What follows belongs to an exercise in optimizing a design on an open flow for small area and a short achievable clock period; a production flow would make more cautious choices.
Where RTL was checked, it was by simulation tests only, not by an equivalence proof against the original.
The RTL of runs 3 and 4 was laid out without a check of its function.
Power and IR drop assume default switching activity.

**flow/flow/run.sh**
```bash
#!/bin/bash
# Layout flow: the standard flow (standard.sh) with these changes:
#  - synthesis leaves adders to ABC: no full/half-adder cell extraction
#    (ADDER_MAP_FILE empty) and no Kogge-Stone carry lookahead map
#    (SYNTH_OPERATIONS_ARGS replaces the -extra-map default);
#  - ABC maps the logic with an area-oriented script (flow/abc.script)
#    instead of ORFS's delay-oriented one;
#  - timing repair aims at a setup slack of 22.5 ns, so that it sizes and
#    buffers the critical paths (the constraints themselves are unchanged);
#  - ports are buffered with buf_2 cells rather than the buffer cell that
#    buffer_ports picks by itself.
set -euo pipefail
here=$(pwd)
rm -rf "$here/scripts"
cp -r "$FLOW_HOME/scripts" "$here/scripts"
cp "$here/flow/abc.script" "$here/scripts/abc_speed.script"
bash standard.sh SCRIPTS_DIR="$here/scripts" \
  ADDER_MAP_FILE= SYNTH_OPERATIONS_ARGS=-nofsm \
  "BUFFER_PORTS_ARGS=-buffer_cell sky130_fd_sc_hd__buf_2" \
  SETUP_SLACK_MARGIN=22.5 finish > "$here/flow_make.log" 2>&1
```
**flow/flow/abc.script**
```
strash
&get -n
&dch -f
&nf -R 1000
&put
topo
```
**flow/standard.sh**
```bash
#!/bin/bash
# synth_recipe.tcl (not shown) runs the flow's synth.tcl, then flattens the netlist and writes it again
# the make line also repeats each setting of config.mk as NAME=value (left out here)
make -C /OpenROAD-flow-scripts/flow DESIGN_CONFIG=/design/flow/config.mk WORK_HOME=/design/flow/orfs CLKGATE_MAP_FILE= SYNTH_SCRIPT=/design/flow/synth_recipe.tcl "${@:-finish}"
```
**flow/config.mk**
```make
export PLATFORM = sky130hd
export DESIGN_NAME = ALU
export DESIGN_NICKNAME = ALU
export VERILOG_FILES = /design/flow/design.v
export SDC_FILE = /design/flow/constraint.sdc
export NUM_CORES = 4
export LEC_CHECK = 0
export CAP_MARGIN = 20
export CORE_MARGIN = 2
export CORE_UTILIZATION = 55
export SLEW_MARGIN = 20
```
**flow/constraint.sdc**
```tcl
create_clock -name core_clock -period 30.0 [get_ports {clk}]
set_input_delay 6.0000 -clock core_clock [delete_from_list [all_inputs] [get_ports {clk}]]
set_output_delay 6.0000 -clock core_clock [all_outputs]
set_load 0.01 [all_outputs]
```
**flow/design.v**
```verilog
module ALU (
    input clk, en,
    input [7:0] a, b,
    input [3:0] s,
    output reg [15:0] y,
    output reg carry, zero
);
reg [7:0] a_in, b_in;
reg [1:0] qh;    
reg [1:0] rh;    
always @(posedge clk, posedge en) begin
    if (en) begin
        a_in <= 0; b_in <= 0;
    end else begin
        a_in <= a; b_in <= b;
    end
end
wire       ib_hz = (b[7:2] == 6'd0);
wire [1:0] iq = !ib_hz          ? 2'd0 :
                (b[1:0] == 2'd0) ? 2'd3 :          
                (b[1:0] == 2'd1) ? a[7:6] :
                (b[1:0] == 2'd2) ? {1'b0, a[7]} : {1'b0, &a[7:6]};
wire [1:0] ir = !ib_hz          ? a[7:6] :
                (b[1:0] == 2'd0) ? a[7:6] :
                (b[1:0] == 2'd1) ? 2'd0 :
                (b[1:0] == 2'd2) ? {1'b0, a[6]} : ((&a[7:6]) ? 2'd0 : a[7:6]);
always @(posedge clk) begin
    qh <= iq;
    rh <= ir;
end
wire [7:0] quo;
alu_div u_div (.a_in(a_in), .b_in(b_in), .qh(qh), .rh(rh), .quo(quo));
wire [8:0] sum, dif, inc, dec;
wire [15:0] zf;
alu_arith u_arith (.a_in(a_in), .b_in(b_in), .sum(sum), .dif(dif), .inc(inc), .dec(dec), .zf(zf));
wire [15:0] prod;
alu_mul u_mul (.x(a_in), .y(b_in), .p(prod));
wire [15:0] pre_y;
wire pre_c, z;
alu_omux u_omux (
    .s(s), .a_in(a_in), .b_in(b_in),
    .sum(sum), .dif(dif), .inc(inc), .dec(dec), .prod(prod), .zf(zf),
    .out_y(pre_y), .c(pre_c), .z(z)
);
wire [15:0] out_y;
alu_qmerge u_qm (.s(s), .pre(pre_y[7:0]), .quo(quo), .y(out_y[7:0]));
assign out_y[15:8] = pre_y[15:8];
always @(posedge clk, posedge en) begin
    if (en) begin
        y <= 0; carry <= 0; zero <= 0;
    end else begin
        y <= out_y; carry <= pre_c; zero <= z;
    end
end
endmodule
module alu_div (
    input [7:0] a_in, b_in,
    input [1:0] qh, rh,
    output [7:0] quo
);
wire [9:0] b3 = {1'b0, b_in, 1'b0} + {2'b00, b_in};
wire [7:0] q;
assign q[7:6] = qh;
genvar gi;
generate for (gi = 2; gi < 8; gi = gi + 2) begin : dstep
    localparam W = gi + 2;
    wire [gi-1:0] r;
    wire [W-1:0] t = {r, a_in[7-gi], a_in[6-gi]};
    wire [W:0] d1 = {1'b0, t} - {1'b0, b_in[W-1:0]};
    wire [W-1:0] d2 = {1'b0, t[W-1:1]} - {1'b0, b_in[W-2:0]};
    wire [W:0] d3 = {1'b0, t} - {1'b0, b3[W-1:0]};
    wire hz1, hz2, hz3;
    if (W == 8) begin : last
        assign hz1 = 1'b1;
        assign hz2 = ~b_in[7];
    end else begin : nl
        assign hz1 = (b_in[7:W] == 0);
        assign hz2 = (b_in[7:W-1] == 0);
    end
    assign hz3 = (b3[9:W] == 0);
    wire c1 = hz1 & ~d1[W];
    wire c2 = hz2 & ~d2[W-1];
    wire c3 = hz3 & ~d3[W];
    assign q[7-gi] = c2;
    assign q[6-gi] = c2 ? c3 : c1;
    wire [W-1:0] rn = c3 ? d3[W-1:0] : c2 ? {d2[W-2:0], t[0]} : c1 ? d1[W-1:0] : t;
    if (gi == 2) begin : first
        assign r = rh;
    end else begin : nf
        assign r = dstep[gi-2].rn[gi-1:0];
    end
end endgenerate
assign quo = (b_in == 8'd0) ? 8'd0 : q;
endmodule
module alu_arith (
    input [7:0] a_in, b_in,
    output [8:0] sum, dif, inc, dec,
    output [15:0] zf
);
wire [8:0] ca, cs, ci, cd;    
assign ca[0] = 1'b0;
assign cs[0] = 1'b1;
assign ci[0] = 1'b1;
assign cd[0] = 1'b0;
genvar j;
generate for (j = 0; j < 8; j = j + 1) begin : rc
    wire x = a_in[j] ^ b_in[j];
    assign sum[j]  = x ^ ca[j];
    assign ca[j+1] = (a_in[j] & b_in[j]) | (ca[j] & x);
    assign dif[j]  = ~x ^ cs[j];
    assign cs[j+1] = (a_in[j] & ~b_in[j]) | (cs[j] & ~x);
    assign inc[j]  = a_in[j] ^ ci[j];
    assign ci[j+1] = a_in[j] & ci[j];
    assign dec[j]  = ~(a_in[j] ^ cd[j]);
    assign cd[j+1] = a_in[j] | cd[j];
end endgenerate
assign sum[8] = ca[8];
assign dif[8] = ~cs[8];
assign inc[8] = ci[8];
assign dec[8] = ~cd[8];
wire za = (a_in == 8'd0);
wire bz = (b_in == 8'd0);
assign zf[0]  = ((a_in | b_in) == 8'd0);
assign zf[1]  = (a_in == b_in);
assign zf[2]  = 1'b0;
assign zf[3]  = (a_in == 8'd1);
assign zf[4]  = za | bz;
assign zf[5]  = bz | dif[8];
assign zf[6]  = ((a_in & b_in) == 8'd0);
assign zf[7]  = zf[0];
assign zf[8]  = zf[1];
assign zf[9]  = ((a_in & b_in) == 8'hff);
assign zf[10] = ((a_in | b_in) == 8'hff);
assign zf[11] = (a_in == ~b_in);
assign zf[12] = (a_in[6:0] == 7'd0);
assign zf[13] = (a_in[7:1] == 7'd0);
assign zf[14] = za;
assign zf[15] = za;
endmodule
module alu_qmerge (
    input [3:0] s,
    input [7:0] pre, quo,
    output [7:0] y
);
wire s5 = (s == 4'd5);
assign y = pre | (quo & {8{s5}});
endmodule
module alu_mul (input [7:0] x, input [7:0] y, output [15:0] p);
wire pp_0_0 = x[0] & y[0];
wire pp_0_1 = x[1] & y[0];
wire pp_0_2 = x[2] & y[0];
wire pp_0_3 = x[3] & y[0];
wire pp_0_4 = x[4] & y[0];
wire pp_0_5 = x[5] & y[0];
wire pp_0_6 = x[6] & y[0];
wire pp_0_7 = x[7] & y[0];
wire pp_1_0 = x[0] & y[1];
wire pp_1_1 = x[1] & y[1];
wire pp_1_2 = x[2] & y[1];
wire pp_1_3 = x[3] & y[1];
wire pp_1_4 = x[4] & y[1];
wire pp_1_5 = x[5] & y[1];
wire pp_1_6 = x[6] & y[1];
wire pp_1_7 = x[7] & y[1];
wire pp_2_0 = x[0] & y[2];
wire pp_2_1 = x[1] & y[2];
wire pp_2_2 = x[2] & y[2];
wire pp_2_3 = x[3] & y[2];
wire pp_2_4 = x[4] & y[2];
wire pp_2_5 = x[5] & y[2];
wire pp_2_6 = x[6] & y[2];
wire pp_2_7 = x[7] & y[2];
wire pp_3_0 = x[0] & y[3];
wire pp_3_1 = x[1] & y[3];
wire pp_3_2 = x[2] & y[3];
wire pp_3_3 = x[3] & y[3];
wire pp_3_4 = x[4] & y[3];
wire pp_3_5 = x[5] & y[3];
wire pp_3_6 = x[6] & y[3];
wire pp_3_7 = x[7] & y[3];
wire pp_4_0 = x[0] & y[4];
wire pp_4_1 = x[1] & y[4];
wire pp_4_2 = x[2] & y[4];
wire pp_4_3 = x[3] & y[4];
wire pp_4_4 = x[4] & y[4];
wire pp_4_5 = x[5] & y[4];
wire pp_4_6 = x[6] & y[4];
wire pp_4_7 = x[7] & y[4];
wire pp_5_0 = x[0] & y[5];
wire pp_5_1 = x[1] & y[5];
wire pp_5_2 = x[2] & y[5];
wire pp_5_3 = x[3] & y[5];
wire pp_5_4 = x[4] & y[5];
wire pp_5_5 = x[5] & y[5];
wire pp_5_6 = x[6] & y[5];
wire pp_5_7 = x[7] & y[5];
wire pp_6_0 = x[0] & y[6];
wire pp_6_1 = x[1] & y[6];
wire pp_6_2 = x[2] & y[6];
wire pp_6_3 = x[3] & y[6];
wire pp_6_4 = x[4] & y[6];
wire pp_6_5 = x[5] & y[6];
wire pp_6_6 = x[6] & y[6];
wire pp_6_7 = x[7] & y[6];
wire pp_7_0 = x[0] & y[7];
wire pp_7_1 = x[1] & y[7];
wire pp_7_2 = x[2] & y[7];
wire pp_7_3 = x[3] & y[7];
wire pp_7_4 = x[4] & y[7];
wire pp_7_5 = x[5] & y[7];
wire pp_7_6 = x[6] & y[7];
wire pp_7_7 = x[7] & y[7];
wire w1, w2;
assign w1 = pp_0_6 ^ pp_1_5;
assign w2 = pp_0_6 & pp_1_5;
wire w3, w4;
assign w3 = pp_0_7 ^ pp_1_6 ^ pp_2_5;
assign w4 = (pp_0_7 & pp_1_6) | (pp_2_5 & (pp_0_7 ^ pp_1_6));
wire w5, w6;
assign w5 = pp_3_4 ^ pp_4_3;
assign w6 = pp_3_4 & pp_4_3;
wire w7, w8;
assign w7 = pp_1_7 ^ pp_2_6 ^ pp_3_5;
assign w8 = (pp_1_7 & pp_2_6) | (pp_3_5 & (pp_1_7 ^ pp_2_6));
wire w9, w10;
assign w9 = pp_4_4 ^ pp_5_3;
assign w10 = pp_4_4 & pp_5_3;
wire w11, w12;
assign w11 = pp_2_7 ^ pp_3_6 ^ pp_4_5;
assign w12 = (pp_2_7 & pp_3_6) | (pp_4_5 & (pp_2_7 ^ pp_3_6));
wire w13, w14;
assign w13 = pp_0_4 ^ pp_1_3;
assign w14 = pp_0_4 & pp_1_3;
wire w15, w16;
assign w15 = pp_0_5 ^ pp_1_4 ^ pp_2_3;
assign w16 = (pp_0_5 & pp_1_4) | (pp_2_3 & (pp_0_5 ^ pp_1_4));
wire w17, w18;
assign w17 = pp_3_2 ^ pp_4_1;
assign w18 = pp_3_2 & pp_4_1;
wire w19, w20;
assign w19 = pp_2_4 ^ pp_3_3 ^ pp_4_2;
assign w20 = (pp_2_4 & pp_3_3) | (pp_4_2 & (pp_2_4 ^ pp_3_3));
wire w21, w22;
assign w21 = pp_5_1 ^ pp_6_0 ^ w1;
assign w22 = (pp_5_1 & pp_6_0) | (w1 & (pp_5_1 ^ pp_6_0));
wire w23, w24;
assign w23 = pp_5_2 ^ pp_6_1 ^ pp_7_0;
assign w24 = (pp_5_2 & pp_6_1) | (pp_7_0 & (pp_5_2 ^ pp_6_1));
wire w25, w26;
assign w25 = w3 ^ w5 ^ w2;
assign w26 = (w3 & w5) | (w2 & (w3 ^ w5));
wire w27, w28;
assign w27 = pp_6_2 ^ pp_7_1 ^ w7;
assign w28 = (pp_6_2 & pp_7_1) | (w7 & (pp_6_2 ^ pp_7_1));
wire w29, w30;
assign w29 = w9 ^ w4 ^ w6;
assign w30 = (w9 & w4) | (w6 & (w9 ^ w4));
wire w31, w32;
assign w31 = pp_5_4 ^ pp_6_3 ^ pp_7_2;
assign w32 = (pp_5_4 & pp_6_3) | (pp_7_2 & (pp_5_4 ^ pp_6_3));
wire w33, w34;
assign w33 = w11 ^ w8 ^ w10;
assign w34 = (w11 & w8) | (w10 & (w11 ^ w8));
wire w35, w36;
assign w35 = pp_3_7 ^ pp_4_6 ^ pp_5_5;
assign w36 = (pp_3_7 & pp_4_6) | (pp_5_5 & (pp_3_7 ^ pp_4_6));
wire w37, w38;
assign w37 = pp_6_4 ^ pp_7_3 ^ w12;
assign w38 = (pp_6_4 & pp_7_3) | (w12 & (pp_6_4 ^ pp_7_3));
wire w39, w40;
assign w39 = pp_4_7 ^ pp_5_6 ^ pp_6_5;
assign w40 = (pp_4_7 & pp_5_6) | (pp_6_5 & (pp_4_7 ^ pp_5_6));
wire w41, w42;
assign w41 = pp_0_3 ^ pp_1_2;
assign w42 = pp_0_3 & pp_1_2;
wire w43, w44;
assign w43 = pp_2_2 ^ pp_3_1 ^ pp_4_0;
assign w44 = (pp_2_2 & pp_3_1) | (pp_4_0 & (pp_2_2 ^ pp_3_1));
wire w45, w46;
assign w45 = pp_5_0 ^ w15 ^ w17;
assign w46 = (pp_5_0 & w15) | (w17 & (pp_5_0 ^ w15));
wire w47, w48;
assign w47 = w19 ^ w21 ^ w16;
assign w48 = (w19 & w21) | (w16 & (w19 ^ w21));
wire w49, w50;
assign w49 = w23 ^ w25 ^ w20;
assign w50 = (w23 & w25) | (w20 & (w23 ^ w25));
wire w51, w52;
assign w51 = w27 ^ w29 ^ w24;
assign w52 = (w27 & w29) | (w24 & (w27 ^ w29));
wire w53, w54;
assign w53 = w31 ^ w33 ^ w28;
assign w54 = (w31 & w33) | (w28 & (w31 ^ w33));
wire w55, w56;
assign w55 = w35 ^ w37 ^ w32;
assign w56 = (w35 & w37) | (w32 & (w35 ^ w37));
wire w57, w58;
assign w57 = pp_7_4 ^ w39 ^ w36;
assign w58 = (pp_7_4 & w39) | (w36 & (pp_7_4 ^ w39));
wire w59, w60;
assign w59 = pp_5_7 ^ pp_6_6 ^ pp_7_5;
assign w60 = (pp_5_7 & pp_6_6) | (pp_7_5 & (pp_5_7 ^ pp_6_6));
wire w61, w62;
assign w61 = pp_0_2 ^ pp_1_1;
assign w62 = pp_0_2 & pp_1_1;
wire w63, w64;
assign w63 = pp_2_1 ^ pp_3_0 ^ w41;
assign w64 = (pp_2_1 & pp_3_0) | (w41 & (pp_2_1 ^ pp_3_0));
wire w65, w66;
assign w65 = w13 ^ w43 ^ w42;
assign w66 = (w13 & w43) | (w42 & (w13 ^ w43));
wire w67, w68;
assign w67 = w14 ^ w45 ^ w44;
assign w68 = (w14 & w45) | (w44 & (w14 ^ w45));
wire w69, w70;
assign w69 = w18 ^ w47 ^ w46;
assign w70 = (w18 & w47) | (w46 & (w18 ^ w47));
wire w71, w72;
assign w71 = w22 ^ w49 ^ w48;
assign w72 = (w22 & w49) | (w48 & (w22 ^ w49));
wire w73, w74;
assign w73 = w26 ^ w51 ^ w50;
assign w74 = (w26 & w51) | (w50 & (w26 ^ w51));
wire w75, w76;
assign w75 = w30 ^ w53 ^ w52;
assign w76 = (w30 & w53) | (w52 & (w30 ^ w53));
wire w77, w78;
assign w77 = w34 ^ w55 ^ w54;
assign w78 = (w34 & w55) | (w54 & (w34 ^ w55));
wire w79, w80;
assign w79 = w38 ^ w57 ^ w56;
assign w80 = (w38 & w57) | (w56 & (w38 ^ w57));
wire w81, w82;
assign w81 = w40 ^ w59 ^ w58;
assign w82 = (w40 & w59) | (w58 & (w40 ^ w59));
wire w83, w84;
assign w83 = pp_6_7 ^ pp_7_6 ^ w60;
assign w84 = (pp_6_7 & pp_7_6) | (w60 & (pp_6_7 ^ pp_7_6));
wire [15:0] ra = {1'b0, pp_7_7, w83, w81, w79, w77, w75, w73, w71, w69, w67, w65, w63, pp_2_0, pp_0_1, pp_0_0};
wire [15:0] rb = {1'b0, w84, w82, w80, w78, w76, w74, w72, w70, w68, w66, w64, w62, w61, pp_1_0, 1'b0};
assign p = ra + rb;
endmodule
module alu_omux (
    input [3:0] s,
    input [7:0] a_in, b_in,
    input [8:0] sum, dif, inc, dec,
    input [15:0] prod,
    input [15:0] zf,
    output [15:0] out_y,
    output c, z
);
wire g_ar = (s[3:2] == 2'd0);                  
wire s4   = (s == 4'd4);
wire s12  = (s == 4'd12);
wire s13  = (s == 4'd13);
wire s14  = (s == 4'd14);
wire s15  = (s == 4'd15);
wire [3:0] tt = (s == 4'd6)  ? 4'b1000 :
                (s == 4'd7)  ? 4'b1110 :
                (s == 4'd8)  ? 4'b0110 :
                (s == 4'd9)  ? 4'b0111 :
                (s == 4'd10) ? 4'b0001 :
                (s == 4'd11) ? 4'b1001 : 4'b0000;
wire [8:0] ar = s[1] ? (s[0] ? dec : inc) : (s[0] ? dif : sum);
wire [8:0] arg = g_ar ? ar : 9'd0;
wire [7:0] lut;
wire [7:0] shl = (s12 | s15) ? {a_in[6:0], s15 & a_in[7]} : 8'd0;
wire [7:0] shr = (s13 | s14) ? {s14 & a_in[0], a_in[7:1]} : 8'd0;
genvar j;
generate for (j = 0; j < 8; j = j + 1) begin : lbit
    assign lut[j] = tt[{a_in[j], b_in[j]}];
end endgenerate
wire [15:0] md = s4 ? prod : 16'd0;
assign out_y = {md[15:9], md[8] | arg[8], md[7:0] | arg[7:0] | lut | shl | shr};
assign c = arg[8] | (s12 & a_in[7]) | (s13 & a_in[0]);
assign z = zf[s];
endmodule
```
==> flow_metrics.py, run 1 <==
metrics = {
    "sta": {
        "finalCriticalPeriod_ns": 7.39,
        "setup-tns-final_ns": 0,
        "hold_viol_final": 0,
        "finalSetupViolCount": 0,
        "max_freq_mhz": 135,
        "slew_viol_final": 0,
        "rsz0062_at_grt": "yes",
        "clock_skew_ns": 0.0112,
        "worstMarginPinSlew_ns": 0.917,
        "timing.final.ws_setup_ns": 22.61,
        "relSlewSlack": 0.389,
        "fin_crit_sh": 0.246,
    },
    "yosys": {
        "synth_edf_count": 0,
        "synth_top_area_share": 0.158,
        "synth_top_cell_by_area": "dfrtp_1",
        "ys_async_sr_fraction": 0.895,
        "seq_area_frac_synth": 0.173,
        "synth.area.top_cells": "dfrtp_1 16%, xnor2_1 14%, xor2_1 9.0%",
        "synth_area_per_cell_um2": 6.97,
        "synth_cell_types": 49,
        "syn_nets": 793,
        "yosys_warnings": 1,
        "synthCells": 771,
        "synth_seq_cells": 38,
        "synth_area_um2": 5380,
        "synth_ff_type": "dfrtp_1",
    },
    "worst_setup_path": {
        "cp-startpoint": "s[1]",
        "cp_max_fo": 30,
        "max_stage_delay_ns": 0.47,
        "cp_cell_sequence": "buf_6 > nand2_1 > nor2_1 > a21o_1 > a222oi_1 > nand2_1 > or4_1",
        "critPathMostFrequentCell": "nand2_1",
        "start_kind": "input pin",
        "cpMaxStageDelayCell": "or4_1",
        "crit_type": "input pin to register",
        "end_kind": "register",
        "critical_path_arrival_ns": 7.57,
        "path_delay_family": "simple AND/OR/NAND/NOR gates",
        "crit_required_ns": 30.18,
        "critPathBufInv": 1,
        "reg2reg_from": "b_in[2]",
    },
    "power": {
        "p_sw_mw": 0.118,
        "irDropWorstVdd_mv": 0.0282,
        "p_int_mw": 0.143,
        "switching_share": 0.453,
        "combPwrFrac": 0.588,
        "p_clk_frac": 0.183,
        "leakage_nw": 2.24,
        "powerDensity_nw_per_um2": 43.2,
        "seqPwrFrac": 0.229,
        "power_mw": 0.261,
    },
    "detailed_routing": {
        "wire_per_inst_um": 19.6,
        "vias": 6154,
        "drt_iter0_drc": 671,
        "via_per_inst": 6.38,
        "dr_wl_met2_um": 9290,
        "drc": 0,
        "drtPass1Iterations": 9,
        "wl_met3_um": 1530,
        "top_layer_used": "met4",
        "ant_nets": 0,
        "wirelength_um": 18900,
        "wl_met1_um": 7280,
    },
    "layout": {
        "layout_common_cells": "107 x nand2_1, 103 x nor2_1, 87 x xnor2_1",
        "n_antenna_cell": 0,
        "syn_to_final_growth_pct": 12.2,
        "final_nets": 852,
        "post-route-util": 0.626,
        "final_common_cell": "nand2_1",
        "drive_above_1_share": 0.0915,
        "fin_area_um2": 6030,
        "fillers": 899,
    },
    "clock_network": {
        "numClockSinks": 38,
        "root_buffer": "clkbuf_8",
        "numCtsBuffers": 5,
        "clk_path_buf_depth": 2,
        "clock_latency_ns": 0.31,
        "path_clk_slew_ns": 0.09,
        "post_cts_buffers": 0,
        "cts_tree": "built",
        "htreeDepth": 2,
    },
    "global_route": {
        "overflow": 0,
        "grt_pass1_wl_um": 28600,
        "grt_usage": 0.354,
        "first_global_vias": 5656,
        "grt_antenna_before_repair": 0,
        "grt_max_degree": 35,
    },
    "placed_design": {
        "port_buffers": 39,
        "gp_congestion": 1.01,
        "dpl-instance-area_um2": 5840,
        "place_hpwl_um": 13700,
        "dp_worst_setup_slack_ns": 21.70,
    },
    "flow_run": {
        "maxCapViolCount": 0,
    },
    "die": {
        "die_w_um": 103,
        "ios": 40,
        "rows": 36,
        "die_h_um": 103,
        "coreArea_um2": 9640,
        "initial_utilization": 0.558,
        "dieArea_um2": 10600,
    },
    "outcome": {
        "outcome": "timing/DRC/antenna clean",
    },
    "worst_hold_path": {
        "hp-class": "register to register",
        "hold_start": "qh[1]",
    },
}
state kept, by name, indices dropped and copies added, names as in the netlist:
name   count
b_in       8
a_in       8
qh         2
y         16
carry      1
zero       1
rh         2
synth_stat cells (all sizes together) (9+ instances only):
master,count
nand2,109
xnor2,87
o21ai,63
dfrtp,34
xor2,55
a21oi,58
nand3,14
maj3,35
nor2b,11
clkinv,26
nor4,9
a211oi,9
nor3,20
nand2b,13
a22oi,13
nor2,104
worst reg2reg max path, delay by kind of cell (launching register included):
kind / cells / cell delay, ns
buffers and inverters: 1 / 0.38
multiplexers: 2 / 0.68
adder cells (fa/ha/maj): 2 / 0.59
flip-flops: 1 / 0.33
AO/OA/AOI/OAI: 9 / 1.69
AND/OR/NAND/NOR: 11 / 2.61
XOR/XNOR: 3 / 0.62
what timing repair did:
action,CTS,global route
resized for setup,7,20
hold buffers,0,0
setup endpoints to repair,11,8
metrics by stage:
stage | instances | hold WS (ns)
finish | 964 | 0.599
CTS | 964 | 0.585
detailed placement | 956 | 0.568
global route | 964 | 0.617
global placement | 956 | 0.571
floorplan | 771 | 0.428
worst paths after layout:
check / endpoint / slack, ns / cells past startpoint
setup / recovery: y[4] / 22.61 / 7
hold / removal: y[7] / 0.60 / 2
setup reg to reg: y[0] / 23.07 / 28
hold reg to reg: y[7] / 0.60 / 2
max in group asynchronous: b_in[5] / 23.86 / 3
min in group asynchronous: y[0] / 5.78 / 3
power groups by stage:
stage / clock (mW) / sequential (mW) / combinational, mW
after CTS: 0.0477 / 0.0595 / 0.150
after detailed placement: 0 / 0.0606 / 0.149
after global placement: 0 / 0.0605 / 0.144
after floorplan: 0 / 0.0634 / 0.112
after global routing: 0.0505 / 0.0601 / 0.169
final: 0.0476 / 0.0596 / 0.153
kinds of logic (layout without fill, tap and decap cells):
family	Yosys count	in the layout	share of synthesized area
simple gates	319	319	0.266
flops	38	38	0.173
buf+inv	26	86	0.0182
compound gates	206	206	0.237
fa+ha+maj	35	35	0.0652
mux	5	5	0.00931
xor+xnor	142	142	0.231
area by class of cell:
type	instances	area, µm²	share of cell area
multi-input combinational	707	4420	0.732
sequential	38	933	0.155
timing repair buffer	52	305	0.0506
tap	133	166	0.0276
inverter	26	100	0.0166
clock buffer	5	68.8	0.0114
clock inverter	3	45.0	0.00746
metal layers:
metal / vias to the layer above / global-route usage
li1: 2872 / -
met1: 2889 / 0.427
met2: 323 / 0.621
met3: 70 / 0.0515
met4: 0 / 0.163
met5: - / 0
==> run 2, diff against run 1 <==
--- a/flow/flow/run.sh
+++ b/flow/flow/run.sh
@@ -5,7 +5,7 @@
 #    (SYNTH_OPERATIONS_ARGS replaces the -extra-map default);
 #  - ABC maps the logic with an area-oriented script (flow/abc.script)
 #    instead of ORFS's delay-oriented one;
-#  - timing repair aims at a setup slack of 22.5 ns, so that it sizes and
+#  - timing repair aims at a setup slack of 22.0 ns, so that it sizes and
 #    buffers the critical paths (the constraints themselves are unchanged);
 #  - ports are buffered with buf_2 cells rather than the buffer cell that
 #    buffer_ports picks by itself.
@@ -17,4 +17,4 @@
 bash standard.sh SCRIPTS_DIR="$here/scripts" \
   ADDER_MAP_FILE= SYNTH_OPERATIONS_ARGS=-nofsm \
   "BUFFER_PORTS_ARGS=-buffer_cell sky130_fd_sc_hd__buf_2" \
-  SETUP_SLACK_MARGIN=22.5 finish > "$here/flow_make.log" 2>&1
+  SETUP_SLACK_MARGIN=22.0 finish > "$here/flow_make.log" 2>&1
==> run 2 against run 1 <==
Effect of this change:
- still clean
- flip-flop and latch count unchanged
- clock skew hardly changed
- final cell count rose by 0.41%
- via count is 0.36% lower
- worst setup slack worse by 0.43 ns
- hold slack worse by 0.0080 ns
- die area stayed put
- register-to-register slack worse by 0.43 ns
- wire length down 0.65%
- first-iteration DRC count down 1.6%
==> flow_metrics.py, run 2 <==
metrics = {
    "outcome": {
        "outcome": "timing/DRC/antenna clean",
    },
    "yosys": {
        "synthCells": 771,
        "yosys_warnings": 1,
        "yosysMostFrequentCell": "nand2_1",
        "syn_nets": 793,
        "synth_seq_cells": 38,
        "synthTopCellsByCount": "109 x nand2_1, 104 x nor2_1, 87 x xnor2_1, 63 x o21ai_0, 58 x a21oi_1",
        "synth.area.top_cells": "dfrtp_1 16%, xnor2_1 14%, xor2_1 9.0%",
        "seq_area_frac_synth": 0.173,
        "synth_area_per_cell_um2": 6.97,
        "synth_top_cell_by_area": "dfrtp_1",
        "synth_cell_types": 49,
        "synth_ff_type": "dfrtp_1",
        "synth_area_um2": 5380,
        "synth_edf_count": 0,
        "ys_async_sr_fraction": 0.895,
        "synth_top_area_share": 0.158,
    },
    "die": {
        "coreArea_um2": 9640,
        "die_w_um": 103,
        "ios": 40,
        "dieArea_um2": 10600,
        "initial_utilization": 0.558,
        "die_h_um": 103,
        "rows": 36,
    },
    "sta": {
        "max_freq_mhz": 128,
        "rsz0062_at_grt": "yes",
        "slew_viol_final": 0,
        "worstMarginPinSlew_ns": 1.01,
        "relSlewSlack": 0.322,
        "finalSetupViolCount": 0,
        "fin_crit_sh": 0.261,
        "hold_viol_final": 0,
        "clock_skew_ns": 0.0117,
        "holdWs_ns": 0.591,
        "setup-tns-final_ns": 0,
        "finalCriticalPeriod_ns": 7.82,
    },
    "global_route": {
        "grt_pass1_wl_um": 28600,
        "grt_antenna_before_repair": 0,
        "first_global_vias": 5654,
        "overflow": 0,
        "grt_usage": 0.354,
        "grt_max_degree": 35,
    },
    "worst_setup_path": {
        "cp_max_fo": 25,
        "cp_cell_sequence": "buf_2 > clkinvlp_4 > nand2_1 > a21oi_1 > a22oi_1 > o21ai_0 > a221oi_1 > o21ai_0 > a21oi_1 > o21ai_0",
        "critPathMostFrequentCell": "o21ai_0",
        "end_kind": "register",
        "crit_type": "input pin to register",
        "start_kind": "input pin",
        "crit_required_ns": 30.19,
        "cpMaxStageDelayCell": "buf_2",
        "path_delay_family": "compound AO/OA/AOI/OAI gates",
        "max_stage_delay_ns": 0.39,
        "critical_path_arrival_ns": 8.01,
        "critPathBufInv": 2,
    },
    "detailed_routing": {
        "vias": 6132,
        "ant_nets": 0,
        "drt_iter0_drc": 660,
        "drtPass1Iterations": 6,
        "wire_per_inst_um": 19.4,
        "via_per_inst": 6.33,
        "wirelength_um": 18700,
        "drc": 0,
    },
    "layout": {
        "layout_common_cells": "108 x nand2_1, 104 x nor2_1, 87 x xnor2_1",
        "multiInputGateArea_um2": 4360,
        "post-route-util": 0.621,
        "final_nets": 856,
        "fillers": 912,
        "reg_top3": "y (16), a_in (8), b_in (8)",
        "syn_to_final_growth_pct": 11.4,
        "largest_reg_flops": 16,
        "final_common_cell": "nand2_1",
        "regMostFlops": "y",
        "drive_above_1_share": 0.0802,
        "n_antenna_cell": 0,
        "regArea_um2": 931,
    },
    "clock_network": {
        "htreeDepth": 2,
        "root_buffer": "clkbuf_8",
        "cts_tree": "built",
        "clk_path_buf_depth": 2,
        "postCtsHoldBufs": 0,
        "path_clk_slew_ns": 0.09,
        "numClockSinks": 38,
        "numCtsBuffers": 5,
        "clock_latency_ns": 0.31,
    },
    "power": {
        "leakage_nw": 2.23,
        "powerDensity_nw_per_um2": 43.4,
        "irDropWorstVdd_mv": 0.0290,
    },
    "flow_run": {
        "maxCapViolCount": 0,
    },
    "placed_design": {
        "gp_congestion": 1.01,
        "port_buffers": 39,
        "place_hpwl_um": 13700,
    },
    "worst_hold_path": {
        "hp-class": "register to register",
    },
}
## run 2: tightest hold or removal path, cell delays in order (launching register included)
cell and delay, ns:
dfxtp_1 0.38, a211oi_1 0.11, o21ai_0 0.07
## run 2: metal layers
| layer | part of all wire | vias up | track usage |
|---|---|---|---|
| li1 | - | 2874 | - |
| met1 | 0.38 | 2854 | 0.428 |
| met2 | 0.49 | 337 | 0.621 |
| met3 | 0.092 | 67 | 0.0515 |
| met4 | 0.038 | 0 | 0.163 |
| met5 | 0 | - | 0 |
## run 2: kinds of logic (layout without fill, tap and decap cells)
| kind of cell | count (synthesis) | in the layout | share of synthesized area |
|---|---|---|---|
| simple gates | 319 | 319 | 0.266 |
| xor+xnor | 142 | 142 | 0.231 |
| flops | 38 | 38 | 0.173 |
| buf+inv | 26 | 90 | 0.0182 |
| mux | 5 | 5 | 0.00931 |
| fa+ha+maj | 35 | 35 | 0.0652 |
| compound gates | 206 | 206 | 0.237 |
## run 2: timing repair
| action | in CTS | in global routing |
|---|---|---|
| hold endpoints to repair | 0 | 0 |
| setup endpoints to repair | 0 | 6 |
| resized for setup | 0 | 3 |
| buffers inserted | 0 | 4 |
## run 2: final timing paths
kind / slack, ns / to / startpoint / cells after the start
worst min-delay path: 0.59 / y[7] / qh[1] / 2
worst max-delay path: 22.18 / y[3] / s[0] / 10
worst max register to register: 22.64 / y[0] / b_in[5] / 22
min in group asynchronous: 5.78 / a_in[2] / en / 3
worst min register to register: 0.59 / y[7] / qh[1] / 2
max in group asynchronous: 23.88 / y[6] / en / 3
## run 2: cell type report
type	instances	share of cell area
multi-input cells	707	0.727
well taps	133	0.0278
repair buffers	56	0.0539
inverters	26	0.0169
flip-flops and latches	38	0.155
clock buffers	5	0.0115
clock inverters	3	0.00752
## run 2: power breakdown
part	total (mW)	leakage, nW	switching [mW]	internal, mW
Clock	0.0482	0.0504	0.0234	0.0248
Sequential	0.0596	0.455	0.00454	0.0551
Combinational	0.152	1.73	0.0900	0.0622
Total	0.260	2.23	0.118	0.142
## run 2: metrics by stage
step           instance area (µm²)  power, mW  worst slack, ns  std cells
3_3_place_gp                  5840      0.205            21.73        956
6_report                      5990      0.260            22.18        968
2_1_floorplan                 5380      0.175            22.58        771
5_1_grt                       5990      0.279            21.95        968
4_1_cts                       5950      0.257            22.01        964
3_5_place_dp                  5840      0.209            21.70        956
==> run 3, diff against run 2 <==
--- a/flow/design.v
+++ b/flow/design.v
@@ -3,7 +3,8 @@
     input [7:0] a, b,
     input [3:0] s,
     output reg [15:0] y,
-    output reg carry, zero
+    output reg carry,
+    output zero
 );
 reg [7:0] a_in, b_in;
 reg [1:0] qh;    
@@ -31,27 +32,28 @@
 wire [7:0] quo;
 alu_div u_div (.a_in(a_in), .b_in(b_in), .qh(qh), .rh(rh), .quo(quo));
 wire [8:0] sum, dif, inc, dec;
-wire [15:0] zf;
-alu_arith u_arith (.a_in(a_in), .b_in(b_in), .sum(sum), .dif(dif), .inc(inc), .dec(dec), .zf(zf));
+alu_arith u_arith (.a_in(a_in), .b_in(b_in), .sum(sum), .dif(dif), .inc(inc), .dec(dec));
 wire [15:0] prod;
 alu_mul u_mul (.x(a_in), .y(b_in), .p(prod));
 wire [15:0] pre_y;
-wire pre_c, z;
+wire pre_c;
 alu_omux u_omux (
     .s(s), .a_in(a_in), .b_in(b_in),
-    .sum(sum), .dif(dif), .inc(inc), .dec(dec), .prod(prod), .zf(zf),
-    .out_y(pre_y), .c(pre_c), .z(z)
+    .sum(sum), .dif(dif), .inc(inc), .dec(dec), .prod(prod),
+    .out_y(pre_y), .c(pre_c)
 );
 wire [15:0] out_y;
 alu_qmerge u_qm (.s(s), .pre(pre_y[7:0]), .quo(quo), .y(out_y[7:0]));
 assign out_y[15:8] = pre_y[15:8];
+reg yv;
 always @(posedge clk, posedge en) begin
     if (en) begin
-        y <= 0; carry <= 0; zero <= 0;
+        y <= 0; carry <= 0; yv <= 0;
     end else begin
-        y <= out_y; carry <= pre_c; zero <= z;
+        y <= out_y; carry <= pre_c; yv <= 1'b1;
     end
 end
+assign zero = yv & (y == 16'd0);
 endmodule
 module alu_div (
     input [7:0] a_in, b_in,
@@ -94,8 +96,7 @@
 endmodule
 module alu_arith (
     input [7:0] a_in, b_in,
-    output [8:0] sum, dif, inc, dec,
-    output [15:0] zf
+    output [8:0] sum, dif, inc, dec
 );
 wire [8:0] ca, cs, ci, cd;    
 assign ca[0] = 1'b0;
@@ -118,24 +119,6 @@
 assign dif[8] = ~cs[8];
 assign inc[8] = ci[8];
 assign dec[8] = ~cd[8];
-wire za = (a_in == 8'd0);
-wire bz = (b_in == 8'd0);
-assign zf[0]  = ((a_in | b_in) == 8'd0);
-assign zf[1]  = (a_in == b_in);
-assign zf[2]  = 1'b0;
-assign zf[3]  = (a_in == 8'd1);
-assign zf[4]  = za | bz;
-assign zf[5]  = bz | dif[8];
-assign zf[6]  = ((a_in & b_in) == 8'd0);
-assign zf[7]  = zf[0];
-assign zf[8]  = zf[1];
-assign zf[9]  = ((a_in & b_in) == 8'hff);
-assign zf[10] = ((a_in | b_in) == 8'hff);
-assign zf[11] = (a_in == ~b_in);
-assign zf[12] = (a_in[6:0] == 7'd0);
-assign zf[13] = (a_in[7:1] == 7'd0);
-assign zf[14] = za;
-assign zf[15] = za;
 endmodule
 module alu_qmerge (
     input [3:0] s,
@@ -345,9 +328,8 @@
     input [7:0] a_in, b_in,
     input [8:0] sum, dif, inc, dec,
     input [15:0] prod,
-    input [15:0] zf,
     output [15:0] out_y,
-    output c, z
+    output c
 );
 wire g_ar = (s[3:2] == 2'd0);                  
 wire s4   = (s == 4'd4);
@@ -373,5 +355,4 @@
 wire [15:0] md = s4 ? prod : 16'd0;
 assign out_y = {md[15:9], md[8] | arg[8], md[7:0] | arg[7:0] | lut | shl | shr};
 assign c = arg[8] | (s12 & a_in[7]) | (s13 & a_in[0]);
-assign z = zf[s];
 endmodule
--- a/flow/flow/run.sh
+++ b/flow/flow/run.sh
@@ -5,7 +5,7 @@
 #    (SYNTH_OPERATIONS_ARGS replaces the -extra-map default);
 #  - ABC maps the logic with an area-oriented script (flow/abc.script)
 #    instead of ORFS's delay-oriented one;
-#  - timing repair aims at a setup slack of 22.0 ns, so that it sizes and
+#  - timing repair aims at a setup slack of 22.8 ns, so that it sizes and
 #    buffers the critical paths (the constraints themselves are unchanged);
 #  - ports are buffered with buf_2 cells rather than the buffer cell that
 #    buffer_ports picks by itself.
@@ -17,4 +17,4 @@
 bash standard.sh SCRIPTS_DIR="$here/scripts" \
   ADDER_MAP_FILE= SYNTH_OPERATIONS_ARGS=-nofsm \
   "BUFFER_PORTS_ARGS=-buffer_cell sky130_fd_sc_hd__buf_2" \
-  SETUP_SLACK_MARGIN=22.0 finish > "$here/flow_make.log" 2>&1
+  SETUP_SLACK_MARGIN=22.8 finish > "$here/flow_make.log" 2>&1
==> run 3 against run 2 <==
Effect of this change:
- still clean on timing, DRC and antenna
- clock skew increased by 0.00091 ns
- via count down 5.4%
- global-route usage is 1.6 points lower
- sequential power rose by 3%
- fmax grew 2.3%
- wire length is 9.0% lower
- utilization up 3.5 points
- register-to-register slack better by 0.56 ns
==> flow_metrics.py, run 3 <==
metrics = {
    "outcome": {
        "outcome": "timing/DRC/antenna clean",
    },
    "yosys": {
        "yosysMostFrequentCell": "nand2_1",
        "synth_edf_count": 0,
        "seq_area_frac_synth": 0.178,
        "synth_cell_types": 49,
        "synth_area_per_cell_um2": 7.11,
        "yosys_warnings": 1,
        "synth.area.top_cells": "dfrtp_1 16%, xnor2_1 16%, nand2_1 7.7%",
        "synth_top_cell_by_area": "dfrtp_1",
        "synth_top_area_share": 0.163,
        "synthCells": 734,
        "synth_seq_cells": 38,
        "synthTopCellsByCount": "107 x nand2_1, 93 x xnor2_1, 81 x nor2_1, 58 x o21ai_0, 50 x a21oi_1",
        "ys_async_sr_fraction": 0.895,
        "synth_area_um2": 5220,
        "synth_ff_type": "dfrtp_1",
        "syn_nets": 756,
    },
    "detailed_routing": {
        "drtPass1Iterations": 6,
        "vias": 5798,
        "wirelength_um": 17000,
        "wire_per_inst_um": 18.3,
        "drc": 0,
        "drt_iter0_drc": 400,
        "ant_nets": 0,
        "via_per_inst": 6.24,
    },
    "power": {
        "powerDensity_nw_per_um2": 42.5,
        "switching_share": 0.452,
        "p_int_mw": 0.141,
        "p_sw_mw": 0.117,
        "irDropWorstVdd_mv": 0.0268,
        "leakage_nw": 2.24,
        "seqPwrFrac": 0.238,
        "p_clk_frac": 0.180,
        "combPwrFrac": 0.582,
    },
    "worst_setup_path": {
        "cp_max_fo": 2,
        "r2r_cells": 28,
        "critPathBufInv": 1,
        "cpMaxStageDelayCell": "or4_4",
        "path_delay_family": "simple AND/OR/NAND/NOR gates",
        "cp.depth": 3,
        "critical_path_arrival_ns": 1.64,
        "cp_cell_sequence": "or4_4 > nor4_4 > buf_2",
        "crit_type": "register to output pin",
        "crit_required_ns": 24.00,
        "start_kind": "register",
        "max_stage_delay_ns": 0.55,
        "end_kind": "output pin",
    },
    "placed_design": {
        "dpl-instance-area_um2": 5690,
        "place_hpwl_um": 12600,
        "gp_congestion": 0.943,
        "dp_cells": 914,
        "port_buffers": 39,
    },
    "flow_run": {
        "maxCapViolCount": 0,
    },
    "layout": {
        "instances_no_fill": 929,
        "syn_to_final_growth_pct": 16.3,
        "n_antenna_cell": 0,
        "drive_above_1_share": 0.119,
        "reg_top3": "y (16), a_in (8), b_in (8)",
        "final_common_cell": "nand2_1",
        "regMostFlops": "y",
        "final_nets": 821,
        "post-route-util": 0.657,
        "largest_reg_flops": 16,
        "layout_common_cells": "103 x nand2_1, 93 x xnor2_1, 77 x nor2_1",
        "fin_area_um2": 6070,
    },
    "die": {
        "dieArea_um2": 10300,
        "die_w_um": 101,
        "rows": 35,
        "die_h_um": 101,
        "ios": 40,
        "coreArea_um2": 9240,
        "initial_utilization": 0.565,
    },
    "worst_hold_path": {
        "hp-class": "register to register",
        "worst_hold_path.num_cells": 2,
    },
    "clock_network": {
        "path_clk_slew_ns": 0.10,
        "htreeDepth": 2,
        "root_buffer": "clkbuf_8",
        "numClockSinks": 38,
        "postCtsHoldBufs": 0,
        "clk_path_buf_depth": 2,
        "numCtsBuffers": 5,
        "clock_latency_ns": 0.31,
        "cts_tree": "built",
    },
    "sta": {
        "finalCriticalPeriod_ns": 7.64,
        "relSlewSlack": 0.323,
        "setup-tns-final_ns": 0,
        "clock_skew_ns": 0.0126,
        "hold_viol_final": 0,
        "slew_viol_final": 0,
        "worstMarginPinSlew_ns": 1.02,
        "max_freq_mhz": 131,
        "fin_crit_sh": 0.255,
        "finalSetupViolCount": 0,
        "rsz0062_at_grt": "yes",
    },
    "global_route": {
        "grt_max_degree": 35,
        "first_global_vias": 5537,
        "grt_antenna_before_repair": 0,
        "grt_usage": 0.338,
        "grt_pass1_wl_um": 27400,
        "overflow": 0,
    },
}
-- run 3: stage by stage --
step	worst slack [ns]	hold WS, ns	power, mW
2_1_floorplan	22.80	0.431	0.169
3_3_place_gp	22.15	0.533	0.200
3_5_place_dp	22.06	0.521	0.205
4_1_cts	22.38	0.538	0.252
5_1_grt	22.30	0.574	0.275
6_report	22.36	0.551	0.258
-- run 3: layer usage --
layer  track usage  share of wire  wire length [µm]  vias up
met3        0.0428          0.077              1310       54
met1         0.416           0.39              6700     2698
met5             0              0                 0        -
met2         0.591           0.49              8310      288
met4         0.146          0.043               732        0
li1              -              -                 -     2758
-- run 3: worst paths after layout --
| kind | start | to | slack [ns] |
|---|---|---|---|
| worst min-delay path | qh[0] | y[6] | 0.55 |
| max in group asynchronous | en | y[8] | 23.92 |
| worst min register to register | qh[0] | y[6] | 0.55 |
| min in group asynchronous | en | a_in[4] | 5.76 |
| worst max-delay path | y[3] | zero | 22.36 |
| worst max register to register | b_in[2] | y[0] | 23.20 |
-- run 3: logic make-up (layout without fill, tap and decap cells) --
| logic type | after synthesis | in the layout | share of synthesized area |
|---|---|---|---|
| other cells | 1 | 1 | 0.000719 |
| simple gates | 296 | 296 | 0.258 |
| buf+inv | 23 | 89 | 0.0165 |
| flops | 38 | 38 | 0.178 |
| xor+xnor | 137 | 137 | 0.230 |
| compound gates | 205 | 205 | 0.251 |
| fa+ha+maj | 32 | 32 | 0.0614 |
| mux | 2 | 2 | 0.00384 |
-- run 3: layout make-up --
type / instances / area [µm²]
multi-input combinational: 673 / 4360
fill: 860 / 3170
sequential: 38 / 931
timing repair buffer: 58 / 409
tap: 129 / 161
inverter: 23 / 93.8
clock buffer: 5 / 68.8
clock inverter: 3 / 45.0
-- run 3: repair_timing --
item                       in CTS  in global routing
gates resized for setup        28                 29
setup endpoints to repair      14                 10
buffers inserted                1                  5
pin swaps                       6                 10
gates cloned                    0                  1
-- run 3: power groups by stage --
stage / Combinational (mW) / Clock, mW / Sequential, mW
floorplan: 0.105 / 0 / 0.0642
global placement: 0.138 / 0 / 0.0616
detailed placement: 0.143 / 0 / 0.0617
CTS: 0.145 / 0.0461 / 0.0611
global route: 0.164 / 0.0489 / 0.0620
finish: 0.150 / 0.0463 / 0.0614
-- run 3: worst register-to-register path, delay by kind of cell, from the launching register on --
kind                       cells  cell delay, ns
AOI/OAI and AO/OA             11            2.90
and+or+nand+nor               10            1.63
adders and majority gates      2            0.80
xor gates and xnor gates       3            0.60
buffers and inverters          2            0.45
DFF                            1            0.37
==> run 4, diff against run 3 <==
--- a/flow/design.v
+++ b/flow/design.v
@@ -53,7 +53,7 @@
         y <= out_y; carry <= pre_c; yv <= 1'b1;
     end
 end
-assign zero = yv & (y == 16'd0);
+alu_zdet u_zdet (.y(y), .v(yv), .zero(zero));
 endmodule
 module alu_div (
     input [7:0] a_in, b_in,
@@ -120,6 +120,13 @@
 assign inc[8] = ci[8];
 assign dec[8] = ~cd[8];
 endmodule
+module alu_zdet (
+    input [15:0] y,
+    input v,
+    output zero
+);
+assign zero = v & (y == 16'd0);
+endmodule
 module alu_qmerge (
     input [3:0] s,
     input [7:0] pre, quo,
==> flow/flow/run.sh (replaced) <==
#!/bin/bash
# Layout flow: the standard flow (standard.sh) with these changes:
#  - synthesis leaves adders to ABC: no full/half-adder cell extraction
#    (ADDER_MAP_FILE empty) and no Kogge-Stone carry lookahead map
#    (SYNTH_OPERATIONS_ARGS replaces the -extra-map default);
#  - ABC maps the design with an area-oriented script (flow/abc_area.script),
#    except the small modules in KEEP_MODULES, which stay modules through
#    synthesis and get ORFS's delay-oriented script (flow/prep.py edits a
#    copy of synth.tcl for this; synth_recipe.tcl still flattens the result);
#  - timing repair aims at a setup slack of 22.5 ns, so that it sizes and
#    buffers the critical paths (the constraints themselves are unchanged);
#  - ports are buffered with buf_2 cells rather than the buffer cell that
#    buffer_ports picks by itself.
set -euo pipefail
here=$(pwd)
rm -rf "$here/scripts"
cp -r "$FLOW_HOME/scripts" "$here/scripts"
cp "$here/flow/abc_speed.script" "$here/scripts/abc_speed_mod.script"
cp "$here/flow/abc_area.script" "$here/scripts/abc_area_mod.script"
python3 "$here/flow/prep.py" "$here/scripts/synth.tcl" > "$here/prep.log" 2>&1
export KEEP_MODULES="alu_zdet"
bash standard.sh SCRIPTS_DIR="$here/scripts" \
  ADDER_MAP_FILE= SYNTH_OPERATIONS_ARGS=-nofsm \
  "BUFFER_PORTS_ARGS=-buffer_cell sky130_fd_sc_hd__buf_2" \
  SETUP_SLACK_MARGIN=22.5 finish > "$here/flow_make.log" 2>&1
==> flow/flow/abc_area.script (new file) <==
strash
&get -n
&dch -f
&nf -R 1000
&put
topo
==> flow/flow/abc_speed.script (new file) <==
&get -n
&st
&dch
&nf
&st
&syn2
&if -g -K 6
&synch2
&nf
&st
&syn2
&if -g -K 6
&synch2
&nf
&st
&syn2
&if -g -K 6
&synch2
&nf
&st
&syn2
&if -g -K 6
&synch2
&nf
&st
&syn2
&if -g -K 6
&synch2
&nf
&put
buffer -c
topo
stime -c
upsize -c
dnsize -c
==> flow/flow/prep.py (new file) <==
# Edit a copy of ORFS's synth.tcl:
#  - keep the modules named in KEEP_MODULES as modules through synthesis
#    (synth_recipe.tcl flattens the design afterwards as usual);
#  - ABC maps those modules with abc_speed_mod.script (delay-oriented) and
#    the rest of the design with abc_area_mod.script (area-oriented).
import sys
p = sys.argv[1]
s = open(p).read()
old1 = "  synth -flatten -run :fine {*}$synth_full_args\n"
new1 = ("  foreach m $::env(KEEP_MODULES) { setattr -mod -set keep_hierarchy 1 $m }\n"
        + old1)
old2 = "  log_cmd abc {*}$abc_args\n"
new2 = """  set speed_args [lreplace $abc_args 1 1 $::env(SCRIPTS_DIR)/abc_speed_mod.script]
  set area_args [lreplace $abc_args 1 1 $::env(SCRIPTS_DIR)/abc_area_mod.script]
  log_cmd abc {*}$speed_args {*}$::env(KEEP_MODULES)
  log_cmd abc {*}$area_args $::env(DESIGN_NAME)
"""
for o, n in ((old1, new1), (old2, new2)):
    assert s.count(o) == 1, o
    s = s.replace(o, n)
open(p, "w").write(s)
removed: flow/flow/abc.script
==> run 4 against run 3 <==
Effect of this change:
- still clean on timing, DRC and antenna
- clock power shrank 19%
- wire length grew 1.7%
- power shrank 5.4%
- hold slack gained 0.041 ns
- non-clock buffer count shrank 1
- combinational power is essentially flat
- final cell count shrank 0.65%
- flip-flop and latch count is the same
- clock-buffer cell count grew 1
- via count grew 0.19%
- highest routed layer unchanged
==> flow_metrics.py, run 4 <==
metrics = {
    "outcome": {
        "outcome": "timing/DRC/antenna clean",
    },
    "die": {
        "die_w_um": 101,
        "rows": 35,
        "coreArea_um2": 9240,
        "die_h_um": 101,
        "initial_utilization": 0.565,
        "ios": 40,
        "dieArea_um2": 10300,
    },
    "sta": {
        "finalSetupViolCount": 0,
        "finalCriticalPeriod_ns": 7.57,
        "worstMarginPinSlew_ns": 0.915,
        "relSlewSlack": 0.374,
        "slew_viol_final": 0,
        "rsz0062_at_grt": "yes",
        "holdWs_ns": 0.593,
        "max_freq_mhz": 132,
        "hold_viol_final": 0,
        "fin_crit_sh": 0.252,
        "setup-tns-final_ns": 0,
        "clock_skew_ns": 0.00565,
    },
    "worst_setup_path": {
        "end_kind": "output pin",
        "cp_max_fo": 2,
        "critical_path_arrival_ns": 1.57,
        "crit_required_ns": 24.00,
        "crit_type": "register to output pin",
        "start_kind": "register",
    },
    "power": {
        "power_mw": 0.244,
        "leakage_nw": 2.18,
        "irDropWorstVdd_mv": 0.0357,
        "powerDensity_nw_per_um2": 41.4,
    },
    "layout": {
        "post-route-util": 0.636,
        "reg_top3": "y (16), a_in (8), b_in (8)",
        "drive_above_1_share": 0.0970,
        "syn_to_final_growth_pct": 12.6,
        "regMostFlops": "y",
        "final_nets": 815,
        "largest_reg_flops": 16,
        "final_common_cell": "nand2_1",
        "layout_common_cells": "103 x nand2_1, 87 x xnor2_1, 81 x nor2_1",
        "n_antenna_cell": 0,
    },
    "clock_network": {
        "cts_tree": "built",
        "root_buffer": "clkbuf_8",
        "numCtsBuffers": 5,
        "path_clk_slew_ns": 0.08,
        "clk_path_buf_depth": 2,
        "htreeDepth": 2,
        "numClockSinks": 38,
        "clock_latency_ns": 0.29,
    },
    "detailed_routing": {
        "drtPass1Iterations": 5,
        "wirelength_um": 17300,
        "wire_per_inst_um": 18.8,
        "drt_iter0_drc": 479,
        "via_per_inst": 6.29,
        "vias": 5809,
        "drc": 0,
        "ant_nets": 0,
    },
    "yosys": {
        "ys_async_sr_fraction": 0.895,
        "syn_nets": 751,
        "synthTopCellsByCount": "104 x nand2_1, 87 x xnor2_1, 82 x nor2_1, 66 x o21ai_0, 48 x xor2_1",
        "synthCells": 729,
        "synth_edf_count": 0,
        "yosys_warnings": 1,
        "synth_ff_type": "dfrtp_1",
        "synth_top_area_share": 0.163,
        "synth.area.top_cells": "dfrtp_1 16%, xnor2_1 15%, xor2_1 8.1%",
        "synth_cell_types": 54,
        "seq_area_frac_synth": 0.178,
        "yosysMostFrequentCell": "nand2_1",
        "synth_top_cell_by_area": "dfrtp_1",
        "synth_area_per_cell_um2": 7.16,
        "synth_area_um2": 5220,
        "synth_seq_cells": 38,
    },
    "global_route": {
        "grt_antenna_before_repair": 0,
        "overflow": 0,
        "grt_usage": 0.340,
        "grt_max_degree": 35,
        "grt_pass1_wl_um": 27400,
        "first_global_vias": 5507,
    },
    "worst_hold_path": {
        "hp-class": "register to register",
    },
    "placed_design": {
        "gp_congestion": 0.953,
        "place_hpwl_um": 12500,
        "port_buffers": 39,
    },
    "flow_run": {
        "maxCapViolCount": 0,
    },
}
[run 4: timing repair]
action,in CTS,in global routing
pin swaps,2,0
gates resized for setup,7,15
hold buffers,0,0
buffers inserted,0,2
hold endpoints to repair,0,0
endpoints found under the setup margin,8,9
[run 4: worst max-delay path, cell delays in order (launching register included)]
cell	delay, ns
dfrtp_1	0.41
nor4_2	0.30
nand4_1	0.18
nor4b_2	0.23
buf_2	0.16
[run 4: where the power goes]
group / switching, mW / internal (mW) / leakage [nW] / total [mW]
logic: 0.0892 / 0.0581 / 1.68 / 0.147
registers: 0.00397 / 0.0551 / 0.452 / 0.0591
clock network: 0.0188 / 0.0185 / 0.0472 / 0.0373
[run 4: layer usage]
metal  routed length (µm)  up-vias  track usage
met4                  734        0        0.154
met1                 6890     2749        0.403
met5                    0        -            0
li1                     -     2752            -
met2                 8560      260        0.611
met3                 1140       48       0.0442
[run 4: path summary, 6_finish.rpt]
| kind | startpoint | to | slack (ns) | cells past startpoint |
|---|---|---|---|---|
| worst min-delay path | qh[1] | y[7] | 0.59 | 2 |
| worst max register to register | b_in[2] | y[0] | 22.87 | 26 |
| max in group asynchronous | en | a_in[1] | 23.90 | 3 |
| min in group asynchronous | en | a_in[2] | 5.79 | 3 |
| worst min register to register | qh[1] | y[7] | 0.59 | 2 |
| worst max-delay path | y[6] | zero | 22.43 | 4 |
[run 4: per-stage QoR]
step	std cells	setup slack, ns	cell area, µm²
3_3_place_gp	913	21.99	5700
3_5_place_dp	913	21.95	5700
5_1_grt	923	22.32	5880
2_1_floorplan	729	22.67	5220
6_report	923	22.43	5880
4_1_cts	921	22.40	5820
[run 4: cell families (layout without fill, tap and decap cells)]
family	after synthesis	after routing	synth area share
AOI/OAI and AO/OA	209	209	0.254
xor gates and xnor gates	135	135	0.227
adders and majority gates	35	35	0.0671
buffers and inverters	22	87	0.0158
DFF	38	38	0.178
muxes	5	5	0.00959
other	1	1	0.000718
and+or+nand+nor	284	284	0.248
[run 4: cell type report]
class,count,area (µm²)
Clock inverter,2,12.5
Fill cell,828,3360
Tap cell,129,161
Timing Repair Buffer,57,335
Inverter,22,82.6
Clock buffer,6,82.6
Multi-Input combinational cell,669,4270
Sequential cell,38,931
[run 4: modules after synthesis, one instance, submodules excluded]
module	flip-flops and latches	cell area, µm²
ALU	38	5180
alu_zdet	0	43.8
==> run 5, diff against run 4 <==
--- a/flow/design.v
+++ b/flow/design.v
@@ -7,8 +7,8 @@
     output zero
 );
 reg [7:0] a_in, b_in;
-reg [1:0] qh;    
-reg [1:0] rh;    
+reg [2:0] qh;    
+reg [2:0] rh;    
 always @(posedge clk, posedge en) begin
     if (en) begin
         a_in <= 0; b_in <= 0;
@@ -16,18 +16,11 @@
         a_in <= a; b_in <= b;
     end
 end
-wire       ib_hz = (b[7:2] == 6'd0);
-wire [1:0] iq = !ib_hz          ? 2'd0 :
-                (b[1:0] == 2'd0) ? 2'd3 :          
-                (b[1:0] == 2'd1) ? a[7:6] :
-                (b[1:0] == 2'd2) ? {1'b0, a[7]} : {1'b0, &a[7:6]};
-wire [1:0] ir = !ib_hz          ? a[7:6] :
-                (b[1:0] == 2'd0) ? a[7:6] :
-                (b[1:0] == 2'd1) ? 2'd0 :
-                (b[1:0] == 2'd2) ? {1'b0, a[6]} : ((&a[7:6]) ? 2'd0 : a[7:6]);
+wire [2:0] iq3, irn;
+alu_dpre u_dpre (.a(a[7:5]), .b(b), .q(iq3), .r(irn));
 always @(posedge clk) begin
-    qh <= iq;
-    rh <= ir;
+    qh <= iq3;
+    rh <= irn;
 end
 wire [7:0] quo;
 alu_div u_div (.a_in(a_in), .b_in(b_in), .qh(qh), .rh(rh), .quo(quo));
@@ -57,14 +50,18 @@
 endmodule
 module alu_div (
     input [7:0] a_in, b_in,
-    input [1:0] qh, rh,
+    input [2:0] qh, rh,
     output [7:0] quo
 );
 wire [9:0] b3 = {1'b0, b_in, 1'b0} + {2'b00, b_in};
 wire [7:0] q;
-assign q[7:6] = qh;
+assign q[7:5] = qh;
+wire [3:0] t3  = {rh, a_in[4]};
+wire [4:0] df3 = {1'b0, t3} - {1'b0, b_in[3:0]};
+assign q[4] = (b_in[7:4] == 4'd0) & ~df3[4];
+wire [3:0] r3 = q[4] ? df3[3:0] : t3;
 genvar gi;
-generate for (gi = 2; gi < 8; gi = gi + 2) begin : dstep
+generate for (gi = 4; gi < 8; gi = gi + 2) begin : dstep
     localparam W = gi + 2;
     wire [gi-1:0] r;
     wire [W-1:0] t = {r, a_in[7-gi], a_in[6-gi]};
@@ -86,8 +83,8 @@
     assign q[7-gi] = c2;
     assign q[6-gi] = c2 ? c3 : c1;
     wire [W-1:0] rn = c3 ? d3[W-1:0] : c2 ? {d2[W-2:0], t[0]} : c1 ? d1[W-1:0] : t;
-    if (gi == 2) begin : first
-        assign r = rh;
+    if (gi == 4) begin : first
+        assign r = r3;
     end else begin : nf
         assign r = dstep[gi-2].rn[gi-1:0];
     end
@@ -120,6 +117,28 @@
 assign inc[8] = ci[8];
 assign dec[8] = ~cd[8];
 endmodule
+module alu_dpre (
+    input [7:5] a,
+    input [7:0] b,
+    output [2:0] q,
+    output [2:0] r
+);
+wire       ib_hz = (b[7:2] == 6'd0);
+wire [1:0] iq = !ib_hz          ? 2'd0 :
+                (b[1:0] == 2'd0) ? 2'd3 :          
+                (b[1:0] == 2'd1) ? a[7:6] :
+                (b[1:0] == 2'd2) ? {1'b0, a[7]} : {1'b0, &a[7:6]};
+wire [1:0] ir = !ib_hz          ? a[7:6] :
+                (b[1:0] == 2'd0) ? a[7:6] :
+                (b[1:0] == 2'd1) ? 2'd0 :
+                (b[1:0] == 2'd2) ? {1'b0, a[6]} : ((&a[7:6]) ? 2'd0 : a[7:6]);
+wire [2:0] it  = {ir, a[5]};
+wire [3:0] idf = {1'b0, it} - {1'b0, b[2:0]};
+wire       ige = (b[7:3] == 5'd0) & ~idf[3];
+wire [2:0] irn = ige ? idf[2:0] : it;
+assign q = {iq, ige};
+assign r = irn;
+endmodule
 module alu_zdet (
     input [15:0] y,
     input v,
==> run 5 against run 4 <==
Effect of this change:
- die area fell by 1.5%
- hold slack worse by 0.031 ns
- utilization increased by 0.64 points
- power is 7.9% higher
- global-route usage shrank 4.1 points
- cell area is essentially flat
- critical path type unchanged
- largest power group unchanged
==> flow_metrics.py, run 5 <==
metrics = {
    "layout": {
        "layout_common_cells": "118 x nand2_1, 88 x xnor2_1, 65 x nor2_1",
        "post-route-util": 0.643,
        "final_common_cell": "nand2_1",
        "reg_top3": "y (16), a_in (8), b_in (8)",
        "largest_reg_flops": 16,
        "fin_area_um2": 5880,
        "drive_above_1_share": 0.102,
        "regMostFlops": "y",
        "final_nets": 802,
        "syn_to_final_growth_pct": 14.4,
        "n_antenna_cell": 0,
    },
    "yosys": {
        "synth_cell_types": 53,
        "yosys_warnings": 1,
        "synth_edf_count": 0,
        "synth_area_per_cell_um2": 7.17,
        "synth_top_area_share": 0.165,
        "synth_area_um2": 5140,
        "ys_async_sr_fraction": 0.850,
        "yosysMostFrequentCell": "nand2_1",
        "syn_nets": 739,
        "synth_ff_type": "dfrtp_1",
        "synth_seq_cells": 40,
        "synthTopCellsByCount": "120 x nand2_1, 88 x xnor2_1, 68 x nor2_1, 57 x o21ai_0, 50 x a21oi_1",
        "seq_area_frac_synth": 0.189,
        "synth.area.top_cells": "dfrtp_1 17%, xnor2_1 15%, nand2_1 8.8%",
        "synthCells": 717,
        "synth_top_cell_by_area": "dfrtp_1",
    },
    "sta": {
        "max_freq_mhz": 132,
        "finalCriticalPeriod_ns": 7.56,
        "slew_viol_final": 0,
        "clock_skew_ns": 0.00707,
        "relSlewSlack": 0.300,
        "fin_crit_sh": 0.252,
        "hold_viol_final": 0,
        "worstMarginPinSlew_ns": 1.04,
        "setup-tns-final_ns": 0,
        "rsz0062_at_grt": "yes",
        "finalSetupViolCount": 0,
    },
    "die": {
        "ios": 40,
        "die_h_um": 101,
        "rows": 35,
        "initial_utilization": 0.562,
        "die_w_um": 101,
        "coreArea_um2": 9150,
        "dieArea_um2": 10100,
    },
    "worst_setup_path": {
        "ff2ff_setup_slack_ns": 23.74,
        "critPathBufInv": 1,
        "start_kind": "register",
        "cp_max_fo": 2,
        "crit_required_ns": 24.00,
        "r2r_cells": 21,
        "path_delay_family": "simple AND/OR/NAND/NOR gates",
        "cpMaxStageDelayCell": "dfrtp_1",
        "reg2reg_from": "b_in[1]",
        "max_stage_delay_ns": 0.39,
        "cp_cell_sequence": "nor4_2 > nand4_1 > nor4b_2 > buf_2",
        "critical_path_arrival_ns": 1.56,
        "end_kind": "output pin",
        "regToRegEndpoint": "y[0]",
        "crit_type": "register to output pin",
    },
    "detailed_routing": {
        "wire_per_inst_um": 17.0,
        "vias": 5455,
        "drtPass1Iterations": 5,
        "drt_iter0_drc": 407,
        "drc": 0,
        "wirelength_um": 15200,
        "via_per_inst": 6.12,
        "ant_nets": 0,
    },
    "placed_design": {
        "gp_congestion": 0.937,
        "place_hpwl_um": 11200,
        "dpl-instance-area_um2": 5600,
        "port_buffers": 39,
    },
    "global_route": {
        "grt_max_degree": 35,
        "grt_usage": 0.299,
        "overflow": 0,
        "grt_pass1_wl_um": 24100,
        "grt_antenna_before_repair": 0,
        "first_global_vias": 4966,
    },
    "clock_network": {
        "root_buffer": "clkbuf_8",
        "clock_latency_ns": 0.29,
        "cts_tree": "built",
        "clk_path_buf_depth": 2,
        "htreeDepth": 2,
        "numClockSinks": 40,
        "path_clk_slew_ns": 0.08,
        "numCtsBuffers": 5,
    },
    "worst_hold_path": {
        "holdPathEnd": "y[7]",
        "worst_hold_path.num_cells": 2,
        "hp-class": "register to register",
        "hold_start": "qh[2]",
    },
    "power": {
        "powerDensity_nw_per_um2": 44.7,
        "irDropWorstVdd_mv": 0.0292,
        "leakage_nw": 2.21,
    },
    "outcome": {
        "outcome": "timing/DRC/antenna clean",
    },
    "flow_run": {
        "maxCapViolCount": 0,
    },
}
==> run 5: worst register-to-register path, stage by stage, from the launching register on <==
cell	delay, ns
dfrtp_1	0.85
clkinv_1	0.36
a21oi_1	0.33
o21ai_0	0.17
nand2_1	0.22
nor2_1	0.08
a21oi_1	0.59
xnor2_1	0.21
o22a_1	0.24
maj3_1	0.36
or4_1	0.69
a21oi_1	0.32
nand2_1	0.11
xnor2_1	0.24
o21a_1	0.17
nor3_1	0.05
o31ai_1	0.34
nand4b_1	0.14
a2bb2oi_1	0.30
nand2_1	0.14
nand3_1	0.14
nand3_1	0.09
==> run 5: kinds of logic after synthesis <==
logic type | count (synthesis) | synth area share
adders and majority gates | 37 | 0.0720
xor gates and xnor gates | 132 | 0.225
DFF | 40 | 0.189
AOI/OAI and AO/OA | 197 | 0.242
muxes | 2 | 0.00389
other | 1 | 0.000729
and+or+nand+nor | 282 | 0.249
buffers and inverters | 26 | 0.0190
==> run 5: how the worst max path moves through the flow <==
stage | startpoint | end | cells past startpoint | slack, ns
floorplan | b[6] | rh[0] | 12 | 22.39
global placement | s[0] | y[6] | 7 | 22.13
detailed placement | s[0] | y[6] | 7 | 22.01
CTS | y[15] | zero | 4 | 22.41
global route | y[15] | zero | 4 | 22.39
finish | y[15] | zero | 4 | 22.44
==> run 5: stage by stage <==
step / total power [mW] / setup WS, ns / cells / hold WS (ns)
2_1_floorplan: 0.169 / 22.39 / 717 / 0.430
3_3_place_gp: 0.196 / 22.13 / 878 / 0.499
3_5_place_dp: 0.200 / 22.01 / 878 / 0.521
4_1_cts: 0.262 / 22.41 / 888 / 0.550
5_1_grt: 0.281 / 22.39 / 892 / 0.575
6_report: 0.263 / 22.44 / 892 / 0.562
==> run 5: area by class of cell <==
| class | count | area [µm²] |
|---|---|---|
| inverter | 26 | 97.6 |
| sequential | 40 | 971 |
| tap | 111 | 139 |
| timing repair buffer | 56 | 344 |
| clock buffer | 5 | 68.8 |
| fill | 817 | 3270 |
| multi-input combinational | 651 | 4170 |
| clock inverter | 3 | 90.1 |
==> run 5: per-module statistics from Yosys, one instance, submodules excluded <==
module / flip-flops and latches / copies in the design / cell area (µm²) / cells
ALU: 40 / 1 / 5100 / 711
alu_zdet: 0 / 1 / 43.8 / 6
==> run 5: metal layers <==
layer | GRT usage | up-vias | wire length, µm
li1 | - | 2692 | -
met1 | 0.371 | 2501 | 6280
met2 | 0.530 | 217 | 7530
met3 | 0.0374 | 45 | 914
met4 | 0.107 | 0 | 476
met5 | 0 | - | 0
==> run 5: report_power, final <==
part / switching, mW / total [mW] / leakage [nW] / internal [mW]
clock: 0.0189 / 0.0605 / 0.0784 / 0.0416
sequential: 0.00524 / 0.0631 / 0.469 / 0.0578
combinational: 0.0806 / 0.139 / 1.66 / 0.0587
==> run 5: timing repair <==
action | 4_1_cts | 5_1_grt
buffers inserted | 2 | 4
gates resized for setup | 6 | 13
pin swaps | 4 | 8
hold buffers | 0 | 0
setup endpoints to repair | 9 | 8

-- separate check: timing with driven ports --
In the flow no input, the clock included, has a driving cell. The finished layouts below were timed again as built, in two steps.
Step 1, drivers: a clkbuf_16 drives clk and a buf_2 each remaining input, both assumed.
Step 2 also shifts input and output timing later by t, the mid clock arrival at the registers, as if the neighbouring blocks saw the same clock.
a / b / c = no drivers / after step 1 / after step 2; a / b = the first two.
run | t (ns) | slack for setup (ns)
run 1 | 0.336 | 22.611 / 22.611 / 22.275
run 2 | 0.340 | 22.177 / 22.187 / 21.848
run 3 | 0.335 | 22.355 / 22.323 / 22.464
run 4 | 0.316 | 22.428 / 22.404 / 22.289
run 5 | 0.318 | 22.441 / 22.412 / 22.148
After both steps every run listed still meets setup and hold.
